What follows belongs to an exercise in optimizing a design on an open flow for small area and a short achievable clock period; a production flow would make more cautious choices.
In this exercise RTL edits were held to simulation tests only and were not proved equivalent to the original.

== blue ==
==> flow/design.v (excerpt) <==
module mainModule(
		input clk, input reset,
		output [31:0] imem_addr, input [31:0] imem_data,
		output wb_alu_we, output [2:0] wb_alu_rd, output [31:0] wb_alu_data,
		output wb_mem_we, output [2:0] wb_mem_rd, output [7:0] wb_mem_data,
		output [3:0] flags
	);
Size in the first run: roughly 3,200 cells after synthesis, about 610 flip-flops, ~120 I/O pins.
Settings: LEC_CHECK=0, ABC_AREA=1, CAP_MARGIN=20, CORE_MARGIN=2, CORE_UTILIZATION=60, CTS_CLUSTER_DIAMETER=80, CTS_CLUSTER_SIZE=20, PLACE_DENSITY=0.7, SLEW_MARGIN=20; clock period 10.0 ns.
standard.sh (not shown) runs the stock make flow with config.mk's settings and CLKGATE_MAP_FILE= SYNTH_SCRIPT=/design/flow/synth_recipe.tcl, a recipe that flattens the netlist after the stock synthesis.
==> flow/flow/run.sh <==
#!/bin/bash
# Standard ORFS layout (the standard.sh, standard synthesis unchanged) with a
# tighter timing-repair target, smaller port buffers and a denser floorplan.
# Each tool's full output stays in orfs/logs; make's own output goes to standard.log.
set -o pipefail
bash standard.sh \
  SETUP_SLACK_MARGIN=6.9 \
  "BUFFER_PORTS_ARGS=-buffer_cell sky130_fd_sc_hd__buf_2" \
  finish > standard.log 2>&1
Both conditions hold for blue: the flow ran to the end and the final layout passed the timing, DRC and antenna checks.
Setup changes, blue to orange
diff --git a/flow/flow/run.sh b/flow/flow/run.sh
--- a/flow/flow/run.sh
+++ b/flow/flow/run.sh
@@ -6,3 +6,3 @@
 bash standard.sh \
-  SETUP_SLACK_MARGIN=6.9 \
+  SETUP_SLACK_MARGIN=7.1 \
   "BUFFER_PORTS_ARGS=-buffer_cell sky130_fd_sc_hd__buf_2" \
==> comparison <==
- Fmax: orange higher than blue
- In orange relative to blue, met3 wire length had gone up slightly.
- The timing startpoint of the critical path comes out rm_p3$_DFF_P_ in one run and rn_sh[0]$_DFF_P_ in the other, namely in orange and blue respectively.
- Changes observed in orange relative to blue: routed length on met1 lower; total routed wirelength saw a decrease; post-layout worst setup margin up 48 ps.
- Number of global-route vias before repair ends up lower on orange.
- Compared with blue, via count in orange decreased slightly.
- orange | status: complete | timing, DRC, antenna: pass

* * *

== north ==
mainModule again, from the RTL that the note above started with.
Settings: LEC_CHECK=0, ABC_AREA=1, CAP_MARGIN=20, CORE_MARGIN=2, CORE_UTILIZATION=60, CTS_CLUSTER_DIAMETER=80, CTS_CLUSTER_SIZE=20, PLACE_DENSITY=0.7, SLEW_MARGIN=20; clock period 10.0 ns.
==> flow/flow/run.sh <==
#!/bin/bash
# Standard ORFS layout (the standard.sh, standard synthesis unchanged) with a
# tighter timing-repair target, smaller port buffers and a denser floorplan.
# Each tool's full output stays in orfs/logs; make's own output goes to standard.log.
set -o pipefail
bash standard.sh \
  SETUP_SLACK_MARGIN=6.8 \
  "BUFFER_PORTS_ARGS=-buffer_cell sky130_fd_sc_hd__buf_2" \
  finish > standard.log 2>&1
diff inputs: north => south
# north
export LEC_CHECK = 0
export ABC_AREA = 1
export CAP_MARGIN = 20
export CORE_MARGIN = 2
export CORE_UTILIZATION = 60
export CTS_CLUSTER_DIAMETER = 80
export CTS_CLUSTER_SIZE = 20
export PLACE_DENSITY = 0.7
export SLEW_MARGIN = 20
create_clock -name core_clock -period 10.0 [get_ports {clk}]
# south
export LEC_CHECK = 0
export ABC_AREA = 1
export CAP_MARGIN = 20
export CORE_MARGIN = 2
export CORE_UTILIZATION = 60
export PLACE_DENSITY = 0.7
export SLEW_MARGIN = 20
create_clock -name core_clock -period 10.0 [get_ports {clk}]
-- flow/flow/run.sh --
<<< north, line 5
set -o pipefail
bash standard.sh \
  SETUP_SLACK_MARGIN=6.8 \
  "BUFFER_PORTS_ARGS=-buffer_cell sky130_fd_sc_hd__buf_2" \
  finish > standard.log 2>&1
>>> south, line 5
set -o pipefail
bash standard.sh \
  SETUP_SLACK_MARGIN=6.7 \
  "BUFFER_PORTS_ARGS=-buffer_cell sky130_fd_sc_hd__buf_2" \
  finish > standard.log 2>&1
### Flow results
- Between north and south, non-clock inverter total of the final layout decreased.
- north and south ended up with roughly the same total number of multi-input combinational cells.
- Going from north to south, post-CTS repair timing setup buffer count now sits at about the same level; worst setup margin rose 0.054 ns; first-iteration detailed-routing DRC count -about 3%.

port drivers added, routing unchanged:
Ports are ideal in the flow. The routed layouts listed here were re-timed in OpenROAD.
Step 1 (the two cells are an assumption about what drives the block):
set clk [get_ports {clk}]
set_driving_cell -lib_cell sky130_fd_sc_hd__clkbuf_16 $clk
set_driving_cell -lib_cell sky130_fd_sc_hd__buf_2 [delete_from_list [all_inputs] $clk]
Step 2, shift: input delay + t, output delay - t, t = (earliest + latest rising clock arrival at the registers) / 2. This alone moves slack from input paths to output paths.
Three values: ideal ports, drivers, drivers and shift; two values: the first two.
run | t, ns | setup WS [ns] | hold slack, ns | worst slew at a driven data input, ns
blue | 0.645 | 6.712 / 6.712 / 6.366 | 0.376 / 0.376 / 0.376 | 0.06
orange | 0.645 | 6.759 / 6.759 / 6.563 | 0.367 / 0.367 / 0.367 | 0.06
north | 0.643 | 6.650 / 6.650 / 6.340 | 0.365 / 0.365 / 0.365 | 0.06
south | 0.697 | 6.704 / 6.642 / 6.248 | 0.368 / 0.368 / 0.368 | 0.06
After both steps setup and hold are still met in every run listed. The setup slack of south, which loses most, moves by -0.062 ns with the drivers and by -0.456 ns with both steps.
